Source: an optimization exercise on an open RTL-to-GDS flow (aim: small area). Production flows keep margins and buffers that such runs may drop. The RTL was checked by simulation tests, not by an equivalence proof against the original design. Power and IR drop assume default switching activity. No driver is modelled on the clock port, so clocking that relies on it looks cheaper here than on a real chip.

**flow/config.mk**
```make
export PLATFORM = sky130hd
export DESIGN_NAME = cnn_top
export DESIGN_NICKNAME = cnn_top
export VERILOG_FILES = /design/flow/design.v
export SDC_FILE = /design/flow/constraint.sdc
export NUM_CORES = 4
export LEC_CHECK = 0
export CAP_MARGIN = 20
export CORE_MARGIN = 2
export CORE_UTILIZATION = 70
export CTS_BUF_LIST = sky130_fd_sc_hd__clkbuf_16
export CTS_CLUSTER_DIAMETER = 70
export CTS_CLUSTER_SIZE = 36
export SLEW_MARGIN = 20
```
**flow/constraint.sdc**
```tcl
create_clock -name core_clock -period 5.5 [get_ports {clk}]
set_input_delay 1.1000 -clock core_clock [delete_from_list [all_inputs] [get_ports {clk}]]
set_output_delay 1.1000 -clock core_clock [all_outputs]
set_load 0.01 [all_outputs]
```
**flow/design.v**
```verilog
`timescale 1ns / 1ps
module sliding_window #(
    parameter int DATA_WIDTH = 8,
    parameter int IMG_WIDTH  = 28,
    parameter int DEPTH      = 2*IMG_WIDTH
)(
    input  logic                              clk,
    input  logic                              rst_n,
    input  logic                              i_valid,
    input  logic [DATA_WIDTH-1:0]             i_data,
    output logic                              o_ready,    
    output logic [DEPTH-1:0][DATA_WIDTH-1:0]  o_hist
);
    logic [DEPTH-1:0][DATA_WIDTH-1:0] hist;
    logic [4:0] x_cnt;       
    logic [1:0] y_cnt;       
    always_ff @(posedge clk) begin
        if (i_valid)
            hist <= {hist[DEPTH-2:0], i_data};
    end
    wire x_last = x_cnt[4] & x_cnt[3] & x_cnt[1] & x_cnt[0];    
    always_ff @(posedge clk or negedge rst_n) begin
        if (!rst_n) begin
            x_cnt <= '0;
            y_cnt <= '0;
        end else if (i_valid) begin
            if (x_last) begin
                x_cnt <= '0;
                if (!y_cnt[1]) y_cnt <= y_cnt + 2'd1;
            end else begin
                x_cnt <= x_cnt + 5'd1;
            end
        end
    end
    assign o_ready = y_cnt[1] & (x_cnt[4] | x_cnt[3] | x_cnt[2] | x_cnt[1]);
    assign o_hist  = hist;
endmodule
`timescale 1ns / 1ps
module conv_mac #(
    parameter int DATA_WIDTH = 8,
    parameter int IMG_WIDTH  = 28,
    parameter int DEPTH      = 2*IMG_WIDTH
)(
    input  logic                              clk,
    input  logic                              rst_n,
    input  logic                              i_beat,    
    input  logic                              i_valid,   
    input  logic [DATA_WIDTH-1:0]             i_px,
    input  logic [DEPTH-1:0][DATA_WIDTH-1:0]  i_hist,    
    output logic                              o_valid,
    output logic [11:0]                       o_result
);
    localparam int W = IMG_WIDTH;
    logic [7:0] p56, m0, m2, cn;
    assign p56 = i_hist[2*W-1];      
    assign m0  = i_hist[W-1];        
    assign m2  = i_hist[W+1];        
    assign cn  = ~i_hist[W];         
    logic [8:0] t0;
    assign t0 = 9'(i_px) + 9'(p56);
    logic [8:0] t1, t2;
    always_ff @(posedge clk)
        if (i_beat) begin
            t1 <= t0;
            t2 <= t1;
        end
    wire c_1 = t1[0] ^ t2[0] ^ m0[0];
    wire c_2 = (t1[0] & t2[0]) | (t1[0] & m0[0]) | (t2[0] & m0[0]);
    wire c_3 = t1[1] ^ t2[1] ^ m0[1];
    wire c_4 = (t1[1] & t2[1]) | (t1[1] & m0[1]) | (t2[1] & m0[1]);
    wire c_5 = m2[1] ^ 1'b1;
    wire c_6 = m2[1] & 1'b1;
    wire c_7 = t1[2] ^ t2[2] ^ m0[2];
    wire c_8 = (t1[2] & t2[2]) | (t1[2] & m0[2]) | (t2[2] & m0[2]);
    wire c_9 = m2[2] ^ 1'b1 ^ t0[2];
    wire c_10 = (m2[2] & 1'b1) | (m2[2] & t0[2]) | (1'b1 & t0[2]);
    wire c_11 = t1[3] ^ t2[3] ^ m0[3];
    wire c_12 = (t1[3] & t2[3]) | (t1[3] & m0[3]) | (t2[3] & m0[3]);
    wire c_13 = m2[3] ^ cn[0] ^ t0[3];
    wire c_14 = (m2[3] & cn[0]) | (m2[3] & t0[3]) | (cn[0] & t0[3]);
    wire c_15 = t1[4] ^ t2[4] ^ m0[4];
    wire c_16 = (t1[4] & t2[4]) | (t1[4] & m0[4]) | (t2[4] & m0[4]);
    wire c_17 = m2[4] ^ cn[1] ^ t0[4];
    wire c_18 = (m2[4] & cn[1]) | (m2[4] & t0[4]) | (cn[1] & t0[4]);
    wire c_19 = t1[5] ^ t2[5] ^ m0[5];
    wire c_20 = (t1[5] & t2[5]) | (t1[5] & m0[5]) | (t2[5] & m0[5]);
    wire c_21 = m2[5] ^ cn[2] ^ t0[5];
    wire c_22 = (m2[5] & cn[2]) | (m2[5] & t0[5]) | (cn[2] & t0[5]);
    wire c_23 = t1[6] ^ t2[6] ^ m0[6];
    wire c_24 = (t1[6] & t2[6]) | (t1[6] & m0[6]) | (t2[6] & m0[6]);
    wire c_25 = m2[6] ^ cn[3] ^ t0[6];
    wire c_26 = (m2[6] & cn[3]) | (m2[6] & t0[6]) | (cn[3] & t0[6]);
    wire c_27 = t1[7] ^ t2[7] ^ m0[7];
    wire c_28 = (t1[7] & t2[7]) | (t1[7] & m0[7]) | (t2[7] & m0[7]);
    wire c_29 = m2[7] ^ cn[4] ^ t0[7];
    wire c_30 = (m2[7] & cn[4]) | (m2[7] & t0[7]) | (cn[4] & t0[7]);
    wire c_31 = t1[8] ^ t2[8] ^ cn[5];
    wire c_32 = (t1[8] & t2[8]) | (t1[8] & cn[5]) | (t2[8] & cn[5]);
    wire c_33 = c_1 ^ m2[0];
    wire c_34 = c_1 & m2[0];
    wire c_35 = c_3 ^ c_5 ^ t0[1];
    wire c_36 = (c_3 & c_5) | (c_3 & t0[1]) | (c_5 & t0[1]);
    wire c_37 = c_7 ^ c_9 ^ c_4;
    wire c_38 = (c_7 & c_9) | (c_7 & c_4) | (c_9 & c_4);
    wire c_39 = c_11 ^ c_13 ^ c_8;
    wire c_40 = (c_11 & c_13) | (c_11 & c_8) | (c_13 & c_8);
    wire c_41 = c_15 ^ c_17 ^ c_12;
    wire c_42 = (c_15 & c_17) | (c_15 & c_12) | (c_17 & c_12);
    wire c_43 = c_19 ^ c_21 ^ c_16;
    wire c_44 = (c_19 & c_21) | (c_19 & c_16) | (c_21 & c_16);
    wire c_45 = c_23 ^ c_25 ^ c_20;
    wire c_46 = (c_23 & c_25) | (c_23 & c_20) | (c_25 & c_20);
    wire c_47 = c_27 ^ c_29 ^ c_24;
    wire c_48 = (c_27 & c_29) | (c_27 & c_24) | (c_29 & c_24);
    wire c_49 = c_31 ^ t0[8] ^ c_28;
    wire c_50 = (c_31 & t0[8]) | (c_31 & c_28) | (t0[8] & c_28);
    wire c_51 = c_33 ^ 1'b1;
    wire c_52 = c_33 & 1'b1;
    wire c_53 = c_35 ^ c_2 ^ c_34;
    wire c_54 = (c_35 & c_2) | (c_35 & c_34) | (c_2 & c_34);
    wire c_55 = c_37 ^ c_6 ^ c_36;
    wire c_56 = (c_37 & c_6) | (c_37 & c_36) | (c_6 & c_36);
    wire c_57 = c_39 ^ c_10 ^ c_38;
    wire c_58 = (c_39 & c_10) | (c_39 & c_38) | (c_10 & c_38);
    wire c_59 = c_41 ^ c_14 ^ c_40;
    wire c_60 = (c_41 & c_14) | (c_41 & c_40) | (c_14 & c_40);
    wire c_61 = c_43 ^ c_18 ^ c_42;
    wire c_62 = (c_43 & c_18) | (c_43 & c_42) | (c_18 & c_42);
    wire c_63 = c_45 ^ c_22 ^ c_44;
    wire c_64 = (c_45 & c_22) | (c_45 & c_44) | (c_22 & c_44);
    wire c_65 = c_47 ^ c_26 ^ c_46;
    wire c_66 = (c_47 & c_26) | (c_47 & c_46) | (c_26 & c_46);
    wire c_67 = c_49 ^ c_30 ^ c_48;
    wire c_68 = (c_49 & c_30) | (c_49 & c_48) | (c_30 & c_48);
    wire c_69 = cn[6] ^ c_32 ^ c_50;
    wire c_70 = (cn[6] & c_32) | (cn[6] & c_50) | (c_32 & c_50);
    logic [6:0] lo_sum;
    logic lo_carry;
    assign lo_sum[0] = c_51 ^ t0[0];
    wire lc_0 = c_51 & t0[0];
    assign lo_sum[1] = c_53 ^ c_52 ^ lc_0;
    wire lc_1 = (c_53 & c_52) | (c_53 & lc_0) | (c_52 & lc_0);
    assign lo_sum[2] = c_55 ^ c_54 ^ lc_1;
    wire lc_2 = (c_55 & c_54) | (c_55 & lc_1) | (c_54 & lc_1);
    assign lo_sum[3] = c_57 ^ c_56 ^ lc_2;
    wire lc_3 = (c_57 & c_56) | (c_57 & lc_2) | (c_56 & lc_2);
    assign lo_sum[4] = c_59 ^ c_58 ^ lc_3;
    wire lc_4 = (c_59 & c_58) | (c_59 & lc_3) | (c_58 & lc_3);
    assign lo_sum[5] = c_61 ^ c_60 ^ lc_4;
    wire lc_5 = (c_61 & c_60) | (c_61 & lc_4) | (c_60 & lc_4);
    assign lo_sum[6] = c_63 ^ c_62 ^ lc_5;
    wire lc_6 = (c_63 & c_62) | (c_63 & lc_5) | (c_62 & lc_5);
    assign lo_carry = lc_6;
    logic [6:0] lo_r;
    logic [4:0] ha_r, hb_r;
    logic hc_in;
    always_ff @(posedge clk) begin
        lo_r  <= lo_sum;
        hc_in <= lo_carry;
        ha_r  <= {1'b1, cn[7], c_69, c_67, c_65};
        hb_r  <= {1'b0, c_70, c_68, c_66, c_64};
    end
    logic [4:0] hi_sum;
    assign hi_sum[0] = ha_r[0] ^ hb_r[0] ^ hc_in;
    wire hc_0 = (ha_r[0] & hb_r[0]) | (ha_r[0] & hc_in) | (hb_r[0] & hc_in);
    assign hi_sum[1] = ha_r[1] ^ hb_r[1] ^ hc_0;
    wire hc_1 = (ha_r[1] & hb_r[1]) | (ha_r[1] & hc_0) | (hb_r[1] & hc_0);
    assign hi_sum[2] = ha_r[2] ^ hb_r[2] ^ hc_1;
    wire hc_2 = (ha_r[2] & hb_r[2]) | (ha_r[2] & hc_1) | (hb_r[2] & hc_1);
    assign hi_sum[3] = ha_r[3] ^ hb_r[3] ^ hc_2;
    wire hc_3 = (ha_r[3] & hb_r[3]) | (ha_r[3] & hc_2) | (hb_r[3] & hc_2);
    assign hi_sum[4] = ha_r[4] ^ hb_r[4] ^ hc_3;
    assign o_result = ~{hi_sum, lo_r};
    always_ff @(posedge clk or negedge rst_n)
        if (!rst_n) o_valid <= 1'b0;
        else        o_valid <= i_valid;
endmodule
`timescale 1ns / 1ps
module cnn_top #(
    parameter int DATA_WIDTH = 8,
    parameter int OUT_WIDTH  = 32,
    parameter int IMG_WIDTH  = 28
)(
    input  logic                   clk,
    input  logic                   rst_n,
    input  logic [DATA_WIDTH-1:0]  s_axis_tdata,
    input  logic                   s_axis_tvalid,
    output logic                   s_axis_tready,
    output logic [OUT_WIDTH-1:0]   m_axis_tdata,
    output logic                   m_axis_tvalid,
    input  logic                   m_axis_tready,
    output logic                   m_axis_tlast
);
    localparam int DEPTH = 2*IMG_WIDTH;
    logic                              win_ready;
    logic [DEPTH-1:0][DATA_WIDTH-1:0]  hist;
    logic [11:0]                       result;
    assign s_axis_tready = 1'b1;
    assign m_axis_tlast  = 1'b0;
    sliding_window #(
        .DATA_WIDTH(DATA_WIDTH),
        .IMG_WIDTH(IMG_WIDTH),
        .DEPTH(DEPTH)
    ) u_sliding_window (
        .clk(clk),
        .rst_n(rst_n),
        .i_valid(s_axis_tvalid),
        .i_data(s_axis_tdata),
        .o_ready(win_ready),
        .o_hist(hist)
    );
    conv_mac #(
        .DATA_WIDTH(DATA_WIDTH),
        .IMG_WIDTH(IMG_WIDTH),
        .DEPTH(DEPTH)
    ) u_conv_mac (
        .clk(clk),
        .rst_n(rst_n),
        .i_beat(s_axis_tvalid),
        .i_valid(s_axis_tvalid & win_ready),
        .i_px(s_axis_tdata),
        .i_hist(hist),
        .o_valid(m_axis_tvalid),
        .o_result(result)
    );
    assign m_axis_tdata = {{(OUT_WIDTH-12){result[11]}}, result};
endmodule
```
**flow/flow/run.sh**
```bash
#!/bin/bash
# Standard layout (standard.sh: the ORFS flow, synthesis unchanged), with
# clock tree synthesis told not to add dummy loads and the smallest buffer on
# the ports.
set -euo pipefail
export CTS_ARGS="-sink_clustering_enable -repair_clock_nets -buf_list \"sky130_fd_sc_hd__clkbuf_8 sky130_fd_sc_hd__clkbuf_16\" -sink_clustering_size 36 -sink_clustering_max_diameter 70 -dont_use_dummy_load"
export BUFFER_PORTS_ARGS="-buffer_cell sky130_fd_sc_hd__buf_1"
bash standard.sh > standard.log 2>&1
```
**flow/standard.sh**
```bash
#!/bin/bash
# synth_recipe.tcl (not shown) runs the flow's synth.tcl, then flattens the netlist and writes it again
# the make line also repeats each setting of config.mk as NAME=value (left out here)
make -C /OpenROAD-flow-scripts/flow DESIGN_CONFIG=/design/flow/config.mk WORK_HOME=/design/flow/orfs CLKGATE_MAP_FILE= SYNTH_SCRIPT=/design/flow/synth_recipe.tcl "${@:-finish}"
```
==> run notes, run 1 <==
Num CTS Buffers=18; outcome=finished clean; clock skew=0.03236 ns; complex-gate fraction of the synthesized area=0.8556%; worst endpoint required time=5.92 ns; Syn. warnings=2; switching power=about 0.0016 W; drc violations=0; Layout area overhead=5.450%; Final nets=between 700 and 800; period utilization=approximately 90%; die area=approximately 24000 µm²; pin count of the biggest net entering global routing=134; antenna diode count=0; Sw Share=23.10%; Routed Antenna Nets=0; relative slew slack=about a third; met2 usage=23.39%; power after layout=0.006930 W; worst path cell trace=buf_1 -> ha_1 -> fa_1 -> xnor2_1 -> ha_1 -> fa_1 -> inv_1 -> fa_1 -> fa_1 -> fa_1 -> inv_1 -> fa_1 -> inv_1 -> fa_1 -> fa_1; number of post-CTS setup repair buffers=0; Clk pwr share=22.0%; CTS root buffer=clkbuf_16; CTS max path bufs=3; Core Area=22710 µm²; WL/cell=~19 µm; cells after synthesis=677; crit-path max FO=2; final hold violation count=0; Min Clock Period, post-route=4.944 ns; Worst path slowest cell=fa_1; port bufs=43; Setup CP Type=primary input to register; PD cells=about 400 nW/µm²; GR Util All Layers=15.72%; CTS resizes=0; unique cell type count in the Yosys netlist=33; RSZ-0062 raised after global routing=no; # IOs=47; CTS tree=done; CP Launch Type=primary input; vias per cell=around 5.6; layout filler cell count=1236; Flop pwr share=65.3%; crit path DAT=approximately 5.4 ns; layout cells sized above 1=4.288%; worst skew pair latency=about 0.53 ns; final RePlAce weighted congestion=0.7343; Worst path max stage delay=0.51 ns; drt pass-1 iters=4; vias in the first global route=roughly 5400; Post-Synth XOR/XNOR Area=0.3777%; Internal=0.005329 W; Die X-Extent=156.3 µm; DIE HEIGHT=156.3 µm; final setup margin=0.5561 ns; total wire length=18940 µm; total grt overflow=0; # clock sinks=490; area of the multi-input gates=1336 µm²; grt met3 use=2.575%; register area=14510 µm²; first-pass GRT wire length=29260 µm; Synth Area in Adders=6.105%; f_max=0.2023 GHz; maximum vdd drop=0.0003201 V; CP dominant cell by count=fa_1; Mean Syn Cell Area=23.98 µm²; Worst Hold Class=register to register; Max-Cap Viols=0; clock-pin slew on the worst setup and hold paths=roughly 0.12 ns; Synth Cell Area=16230 µm²; htree depth=1; endpoint class of the critical path=register; initial antenna violation count=0; commonest non-fill, non-tap cell in the layout=edfxtp_1; FP Rows=55; multiplexer area fraction after synthesis=0.1310%; Final HPWL DP=10560 µm; main combinational cell family by area after synthesis=adder cells; Lkg Pwr=5.963 nW; CTS hold repair buffers=0; Final setup viols=0; area share of and/or/nand/nor cells after synthesis=0.7168%; Slew @ Worst Pin=between 0.9 and 1 ns; most frequent cells in the layout=edfxtp_1, inv_1, fa_1, buf_1, clkbuf_16; vias after detailed routing=5604; met1 Resource Use GR=25.64%; register bit count reported by yosys=490; Starting Density=approximately 70%; 1st-iter DRT viols=471; DP Worst Slack=-0.01136 ns; final max-slew violation count=0; Comb power frac=roughly an eighth; GR peak layer=met1; sequential area share after synthesis=89.41%; Post-Syn Nets=743
## logic make-up (layout without fill, tap and decap cells)
group                    after synthesis  in the layout
flip-flops                           490            490
buffers and inverters                 79            125
adder cells (fa/ha/maj)               54             54
AND/OR/NAND/NOR                       23             23
AO/OA/AOI/OAI                         20             20
XOR/XNOR                               7              7
other                                  2              2
multiplexers                           2              2
## per-stage QoR
| stage | TNS (ns) | instances | hold slack [ns] | area, µm² | utilization [%] |
|---|---|---|---|---|---|
| after floorplan | 0 | 677 | 0.3969 | 16230 | - |
| after global placement | 0 | 990 | 0.4022 | 16670 | 73.39 |
| after detailed placement | -0.01136 | 990 | 0.4045 | 16670 | 73.39 |
| after CTS | 0 | 1008 | 0.4064 | 17120 | 75.38 |
| after global routing | 0 | 1008 | 0.4116 | 17120 | 75.38 |
| final | 0 | 1008 | 0.4058 | 17120 | 75.38 |
## synthesized netlist by cell type
cell type  number  area [µm²]
ha_1           12       150.1
o21ai_0         5       25.02
and2_1          1       6.260
dfrtp_1         8       200.2
a21oi_1         3       15.01
nand2_1         8       30.03
a21boi_0        1       7.510
o21a_1          1       7.510
a2111oi_0       1       8.760
a21o_1          4       30.03
mux2i_1         1       10.01
buf_4          23       172.7
xnor2_1         3       26.28
a21boi_1        1       7.510
a311o_1         2       20.02
nand3_1         1       5.000
edfxtp_1      466       13990
nor3_1          2       10.01
inv_2           1       3.750
and3_1          3       18.77
nor4_1          2       12.51
a221oi_1        1       8.760
inv_1          55       206.5
fa_1           42       840.8
and3_2          1       7.510
a21oi_2         1       8.760
nor2b_1         2       12.51
nor2_1          2       7.510
nand2b_1        1       6.260
xor2_1          4       35.03
conb_1          2       7.510
dfxtp_1        16       320.3
mux2_2          1       11.26
## state kept, by name, indices dropped and copies added, names as in the netlist
name / flops
u_sliding_window.y_cnt: 2
u_conv_mac.t2: 9
u_conv_mac.hc_in: 1
u_conv_mac.lo_r: 7
u_conv_mac.ha_r: 4
u_sliding_window.x_cnt: 5
u_conv_mac.hb_r: 4
u_conv_mac.t1: 9
u_sliding_window.hist: 448
u_conv_mac.o_valid: 1
## worst max-delay path: cells and delay by family
kind	cells	cell delay [ns]
adders and majority gates	10	3.77
buffers and inverters	4	0.28
xor gates and xnor gates	1	0.21
## area by class of cell
type / instances / area share [%]
sequential: 490 / 84.79
multi-input combinational: 108 / 7.806
clock buffer: 18 / 2.631
tap: 285 / 2.083
timing repair buffer: 51 / 1.462
inverter: 56 / 1.228
## per-layer routing
layer  routed length [µm]  share of wire [%]  up-vias
li1                     -                  -     2574
met1                 9360                 49     2945
met2                 8727                 46       66
met3                  623                3.3       19
met4                  232                1.2        0
met5                    0                  0        -
## final timing paths
path	from	endpoint	slack, ns	cells after the start
max reg2reg	u_sliding_window.hist[440]	u_conv_mac.lo_r[6]	0.86	14
max	s_axis_tdata[0]	u_conv_mac.lo_r[6]	0.56	15
max in group asynchronous	rst_n	u_sliding_window.y_cnt[1]	4.71	1
min in group asynchronous	rst_n	u_sliding_window.x_cnt[3]	0.47	1
min reg2reg	u_sliding_window.hist[258]	u_sliding_window.hist[266]	0.41	0
min	u_sliding_window.hist[258]	u_sliding_window.hist[266]	0.41	0
## power by group through the flow
| stage | clock network, W | registers, W | logic, W |
|---|---|---|---|
| 2_1_floorplan | 0 | 0.00456 | 0.000652 |
| 3_3_place_gp | 0 | 0.00460 | 0.000841 |
| 5_1_grt | 0.00169 | 0.00455 | 0.00101 |
| 3_5_place_dp | 0 | 0.00460 | 0.000900 |
| 4_1_cts | 0.00159 | 0.00453 | 0.000908 |
| 6_report | 0.00152 | 0.00453 | 0.000880 |
==> run 2: changes to the inputs <==
==> flow/flow/run.sh (replaced) <==
#!/bin/bash
# Standard layout (standard.sh: the ORFS flow, synthesis unchanged), with
# clock tree synthesis told not to add dummy loads and the smallest buffer on
# the ports.
set -euo pipefail
export CTS_ARGS="-sink_clustering_enable -repair_clock_nets -buf_list sky130_fd_sc_hd__clkbuf_16 -sink_clustering_size 36 -sink_clustering_max_diameter 70 -dont_use_dummy_load -root_buf sky130_fd_sc_hd__clkbuf_8 -tree_buf sky130_fd_sc_hd__clkbuf_8"
export BUFFER_PORTS_ARGS="-buffer_cell sky130_fd_sc_hd__buf_1"
bash standard.sh > standard.log 2>&1
==> run notes, run 2 <==
outcome=finished clean; Setup CP Type=primary input to register; 1st-iter DRT viols=442; Mean Syn Cell Area=23.98 µm²; Post-Syn Nets=about 740; clock skew=0.03809 ns; endpoint class of the critical path=register; CTS resizes=0; power after layout=0.006874 W; # clock sinks=490; Slew @ Worst Pin=just under 1 ns; CP Launch Type=primary input; GR Util All Layers=15.71%; Die X-Extent=156.3 µm; relative slew slack=around a third; crit-path max FO=2; vias per cell=between 5 and 6; Worst path slowest cell=fa_1; flop2flop setup slack=~0.86 ns; RSZ-0062 raised after global routing=no; worst skew pair latency=0.59 ns; PD cells=402.4 nW/µm²; Final HPWL DP=between 10000 and 15000 µm; vias in the first global route=5442; total wire length=18900 µm; RR Startpoint=u_sliding_window.hist[440]; Worst R2R End=u_conv_mac.lo_r[6]; antenna diode count=0; Final setup viols=0; EDFF count, synth=approximately 470; initial antenna violation count=0; commonest non-fill, non-tap cell in the layout=edfxtp_1; worst path cell trace=buf_1 -> ha_1 -> fa_1 -> xnor2_1 -> ha_1 -> fa_1 -> inv_1 -> fa_1 -> fa_1 -> fa_1 -> inv_1 -> fa_1 -> inv_1 -> fa_1 -> fa_1; period utilization=about nine tenths; register bit count reported by yosys=490; Core Area=around 23000 µm²; htree depth=1; drt pass-1 iters=5; Synth Cell Area=16230 µm²; Crit path max-delay family=adder cells; drc violations=0; WL/cell=18.75 µm; final hold violation count=0; count leader, synth=edfxtp_1; Starting Density=71.48%; Worst Hold Class=primary input to async pin; worst reg2reg path depth=14; Post-synth ARST share=around 1.6%; vias after detailed routing=5588; final RePlAce weighted congestion=0.7343; Synth top cells by count=edfxtp_1, inv_1, fa_1; Final nets=791; CP dominant cell by count=fa_1; die area=24420 µm²; DIE HEIGHT=156.3 µm; Main synth FF type=edfxtp_1; Routed Antenna Nets=0; Largest Register=u_sliding_window.hist; unique cell type count in the Yosys netlist=33; # IOs=47; Syn. warnings=2; WP depth=15; CTS hold repair buffers=0; port bufs=43; clock-pin slew on the worst setup and hold paths=approximately 0.12 ns; FP Rows=55; layout cells sized above 1=4.288%; post-layout util=between 70% and 80%; CTS tree=done; max FFs per register=448; Synth top area share=86.20%; first-pass GRT wire length=29310 µm; final max-slew violation count=0; Lkg Pwr=around 5.9 nW; pin count of the biggest net entering global routing=between 100 and 150; Synth area leaders=edfxtp_1, fa_1, dfxtp_1, inv_1, dfrtp_1; crit path DAT=5.37 ns; CTS max path bufs=3; number of post-CTS setup repair buffers=0; most frequent cells in the layout=edfxtp_1, inv_1, fa_1, buf_1, dfxtp_1; Buf/Inv on CP=4; Max-Cap Viols=0; Regs by FF count=u_sliding_window.hist x448, u_conv_mac.t1 x9, u_conv_mac.t2 x9; worst endpoint required time=5.98 ns; Num CTS Buffers=18; total grt overflow=0; CTS root buffer=clkbuf_8; Layout area overhead=5.241%; maximum vdd drop=0.0003219 V; Min Clock Period, post-route=4.884 ns; sequential area share after synthesis=between 80% and 90%; Worst path max stage delay=between 0.5 and 0.6 ns; cells after synthesis=a little under 700; cell taking the most area after synthesis=edfxtp_1; f_max=0.2048 GHz
run 2: cell counts after synthesis:
No cell type changed its count.
run 2: metrics by stage:
| step | hold slack [ns] | instances | area (µm²) | setup slack, ns | TNS [ns] |
|---|---|---|---|---|---|
| after global routing | 0.3956 | 1008 | 17080 | 0.5593 | 0 |
| final | 0.4045 | 1008 | 17080 | 0.6164 | 0 |
| after detailed placement | 0.4045 | 990 | 16670 | -0.01136 | -0.01136 |
| after floorplan | 0.3969 | 677 | 16230 | 0.3525 | 0 |
| after CTS | 0.3675 | 1008 | 17080 | 0.6228 | 0 |
| after global placement | 0.4022 | 990 | 16670 | 0.02717 | 0 |
run 2: cells by family (layout without fill, tap and decap cells):
logic type / count (synthesis) / count (layout) / synth area share (%)
adder cells (fa/ha/maj): 54 / 54 / 6.105
multiplexers: 2 / 2 / 0.1310
AO/OA/AOI/OAI: 20 / 20 / 0.8556
XOR/XNOR: 7 / 7 / 0.3777
buffers and inverters: 79 / 125 / 2.359
flip-flops: 490 / 490 / 89.41
other: 2 / 2 / 0.04626
AND/OR/NAND/NOR: 23 / 23 / 0.7169
run 2: worst max path at each step:
stage               startpoint                  to  slack, ns
4_1_cts        s_axis_tdata[0]  u_conv_mac.lo_r[6]       0.62
3_3_place_gp   s_axis_tdata[0]  u_conv_mac.lo_r[6]       0.03
2_1_floorplan  s_axis_tdata[0]  u_conv_mac.lo_r[6]       0.35
6_report       s_axis_tdata[0]  u_conv_mac.lo_r[6]       0.62
5_1_grt        s_axis_tdata[0]  u_conv_mac.lo_r[6]       0.56
3_5_place_dp   s_axis_tdata[0]  u_conv_mac.lo_r[6]      -0.01
run 2: routing by layer:
metal,part of all wire (%),global-route usage [%],vias up
li1,-,-,2575
met3,2.9,2.603,22
met1,50,25.66,2940
met5,0,0,-
met4,1.3,3.189,0
met2,46,23.47,51
run 2: cell type report:
cell class	count	area [µm²]
Sequential cell	490	14510
Fill cell	1238	5625
Multi-Input combinational cell	108	1336
Clock buffer	18	416.7
Tap cell	285	356.6
Timing Repair Buffer	51	250.2
Inverter	56	210.2
run 2: worst reg2reg max path: stages (launching register included):
cell	delay, ns
edfxtp_1	0.39
ha_1	0.26
fa_1	0.42
xnor2_1	0.21
ha_1	0.28
fa_1	0.51
inv_1	0.06
fa_1	0.50
fa_1	0.45
fa_1	0.38
inv_1	0.09
fa_1	0.16
inv_1	0.05
fa_1	0.38
fa_1	0.44
run 2: report_power, final:
part | internal (W) | switching [W] | total (W)
clock network | 0.000542 | 0.000923 | 0.00147
registers | 0.00441 | 0.000119 | 0.00453
logic | 0.000329 | 0.000555 | 0.000883
total | 0.00528 | 0.00160 | 0.00687
==> run 3: changes to the inputs <==
==> flow/flow/run.sh (replaced) <==
#!/bin/bash
# Standard layout (standard.sh: the ORFS flow, synthesis unchanged), with
# clock tree synthesis told not to add dummy loads and the smallest buffer on
# the ports.
set -euo pipefail
export CTS_ARGS="-sink_clustering_enable -repair_clock_nets -buf_list sky130_fd_sc_hd__clkbuf_16 -sink_clustering_size 36 -sink_clustering_max_diameter 70 -dont_use_dummy_load"
export BUFFER_PORTS_ARGS="-buffer_cell sky130_fd_sc_hd__buf_1"
bash standard.sh > standard.log 2>&1
==> run notes, run 3 <==
outcome=finished clean; CP dominant cell by count=fa_1; EDFF count, synth=approximately 470; initial antenna violation count=0; clock skew=0.03236 ns; Routed Antenna Nets=0; Min Clock Period, post-route=4.944 ns; Final setup viols=0; Lkg Pwr=approximately 6 nW; Layout area overhead=5.450%; period utilization=89.89%; Worst path max stage delay=~0.51 ns; relative slew slack=approximately a third; main combinational cell family by area after synthesis=adder cells; final RePlAce weighted congestion=0.7343; layout filler cell count=1236; drc violations=0; count leader, synth=edfxtp_1; f_max=between 0.2 and 0.25 GHz; pin count of the biggest net entering global routing=approximately 130; Synth area leaders=edfxtp_1, fa_1, dfxtp_1, inv_1, dfrtp_1; RSZ-0062 raised after global routing=no; Max-Cap Viols=0; Main synth FF type=edfxtp_1; antenna diode count=0; PD cells=~400 nW/µm²; htree depth=1; Synth Cell Area=~16000 µm²; Synth top area share=86.20%; 1st-iter DRT viols=471; # clock sinks=490; WL/cell=18.79 µm; Worst Hold Class=register to register; vias in the first global route=~5400; post-layout util=75.38%; maximum vdd drop=0.0003201 V; Synth Area in Adders=under 10%; Syn. warnings=2; worst path cell trace=buf_1 -> ha_1 -> fa_1 -> xnor2_1 -> ha_1 -> fa_1 -> inv_1 -> fa_1 -> fa_1 -> fa_1 -> inv_1 -> fa_1 -> inv_1 -> fa_1 -> fa_1; most frequent cells in the layout=edfxtp_1, inv_1, fa_1, buf_1, clkbuf_16; first-pass GRT wire length=29260 µm; DIE HEIGHT=156.3 µm; Post-Synth XOR/XNOR Area=0.3777%; complex-gate fraction of the synthesized area=0.8556%; clock-pin slew on the worst setup and hold paths=0.12 ns; unique cell type count in the Yosys netlist=33; vias after detailed routing=5604; Regs by FF count=u_sliding_window.hist x448, u_conv_mac.t1 x9, u_conv_mac.t2 x9; final hold violation count=0; Post-synth ARST share=1.633%; total wire length=18940 µm; Num CTS Buffers=18; CTS root buffer=clkbuf_16; Die X-Extent=156.3 µm; endpoint class of the critical path=register; CP Launch Type=primary input; Post-Syn Nets=approximately 740; layout cells sized above 1=around 4.3%; Final nets=between 700 and 800; register bit count reported by yosys=490; port bufs=43; Core Area=22710 µm²; # IOs=47; Largest Register=u_sliding_window.hist; die area=24420 µm²; final max-slew violation count=0; cells after synthesis=677; multiplexer area fraction after synthesis=0.1310%; CTS resizes=0; number of post-CTS setup repair buffers=0; total grt overflow=0; vias per cell=~5.6; area share of and/or/nand/nor cells after synthesis=0.7168%; drt pass-1 iters=4; FP Rows=55; worst skew pair latency=0.53 ns; CTS tree=done; Worst path slowest cell=fa_1; Setup TNS Final=0 ns; Setup CP Type=primary input to register; CTS hold repair buffers=0; Synth top cells by count=edfxtp_1, inv_1, fa_1; GR Util All Layers=15.72%; Mean Syn Cell Area=23.98 µm²; Starting Density=71.48%; Slew @ Worst Pin=0.9768 ns; crit-path max FO=2; commonest non-fill, non-tap cell in the layout=edfxtp_1; CTS max path bufs=3; Final HPWL DP=10560 µm; worst endpoint required time=about 5.9 ns; crit path DAT=5.36 ns; sequential area share after synthesis=89.41%; cell taking the most area after synthesis=edfxtp_1; max FFs per register=448
[run 3: worst max-delay path, delay by kind of cell]
kind	cells	cell delay [ns]
adders and majority gates	10	3.77
xor gates and xnor gates	1	0.21
buffers and inverters	4	0.28
[run 3: cells by family after synthesis]
group | Yosys count
flip-flops | 490
buffers and inverters | 79
adder cells (fa/ha/maj) | 54
AND/OR/NAND/NOR | 23
AO/OA/AOI/OAI | 20
XOR/XNOR | 7
other | 2
multiplexers | 2
[run 3: per-layer routing]
layer	part of all wire, %	track usage, %
met1	49	25.64
met2	46	23.39
met3	3.3	2.575
met4	1.2	3.495
met5	0	0
[run 3: layout make-up]
cell class	count	area, µm²	area share (%)
clock buffer	18	450.4	2.631
timing repair buffer	51	250.2	1.462
inverter	56	210.2	1.228
tap	285	356.6	2.083
multi-input combinational	108	1336	7.806
sequential	490	14510	84.79
[run 3: report_power, final]
group	total (W)	switching [W]	internal, W
clock network	0.00152	0.000928	0.000596
logic	0.000880	0.000553	0.000327
registers	0.00453	0.000120	0.00441
total	0.00693	0.00160	0.00533
[run 3: final timing paths]
kind,cells past startpoint,end,start,slack (ns)
setup / recovery,15,u_conv_mac.lo_r[6],s_axis_tdata[0],0.56
min in group asynchronous,1,u_sliding_window.x_cnt[3],rst_n,0.47
hold reg to reg,0,u_sliding_window.hist[266],u_sliding_window.hist[258],0.41
hold / removal,0,u_sliding_window.hist[266],u_sliding_window.hist[258],0.41
max in group asynchronous,1,u_sliding_window.y_cnt[1],rst_n,4.71
setup reg to reg,14,u_conv_mac.lo_r[6],u_sliding_window.hist[440],0.86
[run 3: per-stage QoR]
step	power (W)	setup WS [ns]	cell area (µm²)	hold WS (ns)	std cells
after global placement	0.005440	0.02717	16670	0.4022	990
after detailed placement	0.005505	-0.01136	16670	0.4045	990
after floorplan	0.005210	0.3525	16230	0.3969	677
final	0.006930	0.5561	17120	0.4058	1008
after CTS	0.007030	0.5483	17120	0.4064	1008
after global routing	0.007253	0.4783	17120	0.4116	1008
==> run 4: changes to the inputs <==
==> flow/flow/run.sh (replaced) <==
#!/bin/bash
# Standard layout (standard.sh: the ORFS flow, synthesis unchanged), with
# clock tree synthesis told not to add dummy loads and the smallest buffer on
# the ports.
set -euo pipefail
export CTS_ARGS="-sink_clustering_enable -repair_clock_nets -buf_list sky130_fd_sc_hd__clkbuf_16 -sink_clustering_size 36 -sink_clustering_max_diameter 70 -dont_use_dummy_load -root_buf sky130_fd_sc_hd__clkbuf_4"
export BUFFER_PORTS_ARGS="-buffer_cell sky130_fd_sc_hd__buf_1"
bash standard.sh > standard.log 2>&1
==> run notes, run 4 <==
worst skew pair latency=0.73 ns; # clock sinks=490; count leader, synth=edfxtp_1; CTS tree=done; outcome=finished clean; Area after DPL=16670 µm²; Starting Density=71.48%; Synth area leaders=edfxtp_1, fa_1, dfxtp_1, inv_1, dfrtp_1; Worst R2R End=u_conv_mac.lo_r[6]; CP Launch Type=primary input; pin count of the biggest net entering global routing=134; final RePlAce weighted congestion=roughly 0.73; CTS hold repair buffers=0; unique cell type count in the Yosys netlist=33; f_max=0.2110 GHz; Routed Antenna Nets=0; Post-Syn Nets=743; RR Startpoint=u_sliding_window.hist[440]; Largest Register=u_sliding_window.hist; most frequent cells in the layout=edfxtp_1, inv_1, fa_1, buf_1, dfxtp_1; final std cells w/o fill=slightly above 1000; Die X-Extent=156.3 µm; CTS max path bufs=3; Core Area=22710 µm²; CTS resizes=0; worst setup path start=s_axis_tdata[0]; vias in the first global route=5428; Synth top area share=86.20%; vias per cell=around 5.5; Setup CP Type=primary input to register; Min Clock Period, post-route=~4.7 ns; drt pass-1 iters=4; final hold violation count=0; endpoint class of the critical path=register; 1st-iter DRT viols=465; RSZ-0062 raised after global routing=no; final max-slew violation count=0; first-pass GRT wire length=29220 µm; Final HPWL DP=10560 µm; total wire length=18860 µm; Max-Cap Viols=0; initial antenna violation count=1; port bufs=43; cells after synthesis=677; layout filler cell count=1246; period utilization=a little under nine tenths; FP Rows=55; commonest non-fill, non-tap cell in the layout=edfxtp_1; Mean Syn Cell Area=approximately 24 µm²; worst reg2reg path depth=14; layout cells sized above 1=4.288%; CTS root buffer=clkbuf_4; Regs by FF count=u_sliding_window.hist x448, u_conv_mac.t1 x9, u_conv_mac.t2 x9; clock skew=between 0.03 and 0.04 ns; relative slew slack=34.51%; Main synth FF type=edfxtp_1; Setup TNS Final=0 ns; PD cells=around 400 nW/µm²; Slew @ Worst Pin=0.9823 ns; sequential area share after synthesis=89.41%; crit path DAT=5.36 ns; Synth Cell Area=16230 µm²; # IOs=47; worst endpoint required time=approximately 6.1 ns; crit path to=u_conv_mac.lo_r[6]; number of post-CTS setup repair buffers=0; flop2flop setup slack=0.86 ns; drc violations=0; max FFs per register=448; die area=24420 µm²; maximum vdd drop=0.0003208 V; DIE HEIGHT=about 160 µm; Post-synth ARST share=1.633%; register bit count reported by yosys=490; clock-pin slew on the worst setup and hold paths=0.12 ns; Final nets=791; placed insts=990; post-route cell area=~17000 µm²; cell taking the most area after synthesis=edfxtp_1; GR Util All Layers=15.67%; Synth top cells by count=edfxtp_1, inv_1, fa_1; Lkg Pwr=5.940 nW; Layout area overhead=5.141%; total grt overflow=0; Worst Hold Class=primary input to async pin; Syn. warnings=2; Final setup viols=0; EDFF count, synth=466; htree depth=1; vias after detailed routing=5590; WL/cell=18.69 µm; crit-path max FO=2; Num CTS Buffers=18
## run 4: cell type report
| cell class | count | area (µm²) | share of cell area (%) |
|---|---|---|---|
| Sequential cell | 490 | 14510 | 85.04 |
| Multi-Input combinational cell | 108 | 1336 | 7.829 |
| Clock buffer | 18 | 397.9 | 2.331 |
| Tap cell | 285 | 356.6 | 2.089 |
| Timing Repair Buffer | 51 | 250.2 | 1.466 |
| Inverter | 56 | 210.2 | 1.232 |
| Antenna cell | 1 | 2.502 | 0.01466 |
## run 4: how the worst min path moves through the flow
stage	endpoint	startpoint
after floorplan	u_conv_mac.ha_r[3]	u_sliding_window.hist[231]
after global placement	u_sliding_window.hist[47]	u_sliding_window.hist[39]
after detailed placement	u_sliding_window.hist[168]	u_sliding_window.hist[160]
after CTS	u_sliding_window.y_cnt[0]	rst_n
after global routing	u_sliding_window.x_cnt[3]	rst_n
final	u_sliding_window.x_cnt[3]	rst_n
## run 4: worst max-delay path: stages
cell	delay, ns
buf_1	0.09
ha_1	0.26
fa_1	0.41
xnor2_1	0.21
ha_1	0.28
fa_1	0.51
inv_1	0.06
fa_1	0.50
fa_1	0.45
fa_1	0.38
inv_1	0.09
fa_1	0.16
inv_1	0.05
fa_1	0.38
fa_1	0.44
## run 4: layer usage
layer	track usage, %	wire length, µm	up-vias	part of all wire, %
li1	-	-	2577	-
met1	25.66	9409	2947	50
met2	23.43	8674	47	46
met3	2.520	511	19	2.7
met4	3.102	260	0	1.4
met5	0	0	-	0
## run 4: logic make-up (layout without fill, tap and decap cells)
kind of cell | Yosys count | count (layout) | share of synthesized area [%]
DFF | 490 | 490 | 89.41
buffers and inverters | 79 | 125 | 2.359
adders and majority gates | 54 | 54 | 6.105
and+or+nand+nor | 23 | 23 | 0.7169
AOI/OAI and AO/OA | 20 | 20 | 0.8556
xor gates and xnor gates | 7 | 7 | 0.3777
other | 2 | 3 | 0.04626
muxes | 2 | 2 | 0.1310
## run 4: power breakdown
part / switching (W) / internal (W)
Clock: 0.000919 / 0.000511
Combinational: 0.000554 / 0.000328
Sequential: 0.000120 / 0.00441
## run 4: through the flow
stage | setup WS [ns] | total power (W) | hold slack, ns | util [%]
finish | 0.7614 | 0.006837 | 0.2661 | 75.16
global route | 0.7256 | 0.007158 | 0.2293 | 75.16
CTS | 0.7936 | 0.006935 | 0.1967 | 75.15
detailed placement | -0.01136 | 0.005505 | 0.4045 | 73.39
global placement | 0.02717 | 0.005440 | 0.4022 | 73.39
floorplan | 0.3525 | 0.005210 | 0.3969 | -
==> run 5: changes to the inputs <==
--- a/flow/flow/run.sh
+++ b/flow/flow/run.sh
@@ -1,5 +1,6 @@
 #!/bin/bash
 # Standard layout (standard.sh: the ORFS flow, synthesis unchanged), with
-# clock tree synthesis told not to add dummy loads and the smallest buffer on
+# clock tree synthesis told not to add dummy loads and to use a small buffer
+# at the root of the clock tree, and the smallest buffer on
 # the ports.
 set -euo pipefail
==> run notes, run 5 <==
Layout area overhead=5.141%; Die X-Extent=156.3 µm; Final nets=~790; max FFs per register=roughly 450; final setup margin=0.7614 ns; Post-Synth XOR/XNOR Area=less than 1%; drt pass-1 iters=4; endpoint class of the critical path=register; Syn. warnings=2; cells after synthesis=677; Slew @ Worst Pin=0.9823 ns; # IOs=47; worst reg2reg path depth=14; outcome=finished clean; vias in the first global route=roughly 5400; maximum vdd drop=0.0003208 V; Worst path slowest cell=fa_1; Worst Hold Class=primary input to async pin; multiplexer area fraction after synthesis=less than 1%; DIE HEIGHT=approximately 160 µm; Synth area leaders=edfxtp_1, fa_1, dfxtp_1, inv_1, dfrtp_1; Synth Area in Adders=6.105%; relative slew slack=34.51%; Max-Cap Viols=0; clock-pin slew on the worst setup and hold paths=0.12 ns; cell taking the most area after synthesis=edfxtp_1; Worst path max stage delay=just over 0.5 ns; post-route cell area=17070 µm²; Synth top cells by count=edfxtp_1, inv_1, fa_1; pin count of the biggest net entering global routing=134; crit-path max FO=2; Worst R2R End=u_conv_mac.lo_r[6]; FP Rows=55; vias after detailed routing=5590; Largest Register=u_sliding_window.hist; Regs by FF count=u_sliding_window.hist x448, u_conv_mac.t1 x9, u_conv_mac.t2 x9; Core Area=between 20000 and 25000 µm²; Synth Cell Area=16230 µm²; CP Launch Type=primary input; CTS hold repair buffers=0; CTS max path bufs=3; register bit count reported by yosys=490; drc violations=0; Routed Antenna Nets=0; CTS tree=done; htree depth=1; Final HPWL DP=10560 µm; CTS resizes=0; sequential area share after synthesis=89.41%; final RePlAce weighted congestion=0.7343; total wire length=approximately 19000 µm; # clock sinks=490; clock skew=0.03800 ns; Setup CP Type=primary input to register; final max-slew violation count=0; f_max=0.2110 GHz; most frequent cells in the layout=edfxtp_1, inv_1, fa_1, buf_1, dfxtp_1; commonest non-fill, non-tap cell in the layout=edfxtp_1; layout cells sized above 1=4.288%; GR Util All Layers=between 10% and 20%; worst endpoint required time=between 6 and 7 ns; worst path cell trace=buf_1 -> ha_1 -> fa_1 -> xnor2_1 -> ha_1 -> fa_1 -> inv_1 -> fa_1 -> fa_1 -> fa_1 -> inv_1 -> fa_1 -> inv_1 -> fa_1 -> fa_1; RR Startpoint=u_sliding_window.hist[440]; DP Worst Slack=-0.01136 ns; main combinational cell family by area after synthesis=adder cells; RSZ-0062 raised after global routing=no; unique cell type count in the Yosys netlist=33; Lkg Pwr=5.940 nW; Num CTS Buffers=18; initial antenna violation count=1; first-pass GRT wire length=29220 µm; Post-Syn Nets=743; Mean Syn Cell Area=about 24 µm²; vias per cell=~5.5; total grt overflow=0; Min Clock Period, post-route=4.739 ns; port bufs=43; crit path DAT=between 5 and 6 ns; Main synth FF type=edfxtp_1; worst skew pair latency=0.73 ns; PD cells=400.6 nW/µm²; area share of and/or/nand/nor cells after synthesis=less than 1%; EDFF count, synth=466; WL/cell=18.69 µm; period utilization=86.16%; Area after DPL=16670 µm²; final hold violation count=0; CTS root buffer=clkbuf_4; count leader, synth=edfxtp_1; Synth top area share=a little under nine tenths; die area=24420 µm²; Final setup viols=0; CP dominant cell by count=fa_1; Post-synth ARST share=approximately 1.6%; flop2flop setup slack=0.86 ns; number of post-CTS setup repair buffers=0; 1st-iter DRT viols=~470; Starting Density=71.48%; complex-gate fraction of the synthesized area=0.8556%
==> run 5: cell counts in the layout (fill, tap and decap cells not counted) <==
No cell type changed its count.
==> run 5: worst max-delay path, delay by kind of cell <==
family	cells	cell delay [ns]
fa+ha+maj	10	3.77
xor+xnor	1	0.21
buf+inv	4	0.29
==> run 5: kinds of logic after synthesis <==
family,after synthesis
other cells,2
xor+xnor,7
buf+inv,79
mux,2
simple gates,23
compound gates,20
flops,490
fa+ha+maj,54
==> run 5: metal layers <==
layer	up-vias	global-route usage (%)	routed length (µm)
li1	2577	-	-
met1	2947	25.66	9409
met2	47	23.43	8674
met3	19	2.520	511
met4	0	3.102	260
met5	-	0	0
==> run 5: per-stage QoR <==
stage               total power (W)  util, %  cells  setup TNS (ns)  hold WS [ns]
finish                     0.006837    75.16   1009               0        0.2661
global route               0.007158    75.16   1009               0        0.2293
CTS                        0.006935    75.15   1008               0        0.1967
detailed placement         0.005505    73.39    990        -0.01136        0.4045
global placement           0.005440    73.39    990               0        0.4022
floorplan                  0.005210        -    677               0        0.3969
==> run 5: cell type report <==
class                           instances  area (µm²)
Antenna cell                            1       2.502
Clock buffer                           18       397.9
Fill cell                            1246        5642
Inverter                               56       210.2
Multi-Input combinational cell        108        1336
Sequential cell                       490       14510
Tap cell                              285       356.6
Timing Repair Buffer                   51       250.2
==> run 5: worst max-delay path by stage <==
stage          slack, ns                 end             from  cells past startpoint
6_report            0.76  u_conv_mac.lo_r[6]  s_axis_tdata[0]                     15
5_1_grt             0.73  u_conv_mac.lo_r[6]  s_axis_tdata[0]                     15
4_1_cts             0.79  u_conv_mac.lo_r[6]  s_axis_tdata[0]                     15
3_5_place_dp       -0.01  u_conv_mac.lo_r[6]  s_axis_tdata[0]                     15
3_3_place_gp        0.03  u_conv_mac.lo_r[6]  s_axis_tdata[0]                     15
2_1_floorplan       0.35  u_conv_mac.lo_r[6]  s_axis_tdata[0]                     14
==> run 5: where the power goes <==
part           internal (W)  switching (W)  total, W
registers           0.00441       0.000120   0.00453
clock network      0.000511       0.000919   0.00143
logic              0.000328       0.000554  0.000881

[afterwards: timing with drivers on the ports]
Ports are ideal in the flow. The routed layouts listed here were re-timed in OpenROAD. Step 1 sets driving cells, clkbuf_16 on the clock port and buf_2 on the other inputs (assumed; they add their load-dependent delay and slew). Step 2 times the ports against the registers' clock, not the clock port: input delays grow and output delays shrink by t, the midpoint of the rising clock arrivals with the driver on. a / b / c = ideal ports / drivers / drivers and shift; a / b = the first two.
| run | t (ns) | setup slack, ns | pins driven straight from the clock port |
|---|---|---|---|
| run 1 | 0.560 | 0.556 / 0.581 / 0.021 | 1 |
| run 2 | 0.614 | 0.616 / 0.637 / 0.023 | 1 |
| run 3 | 0.560 | 0.556 / 0.581 / 0.021 | 1 |
| run 4 | 0.754 | 0.761 / 0.783 / 0.028 | 1 |
| run 5 | 0.754 | 0.761 / 0.783 / 0.028 | 1 |
After both steps every run listed still meets setup and hold.
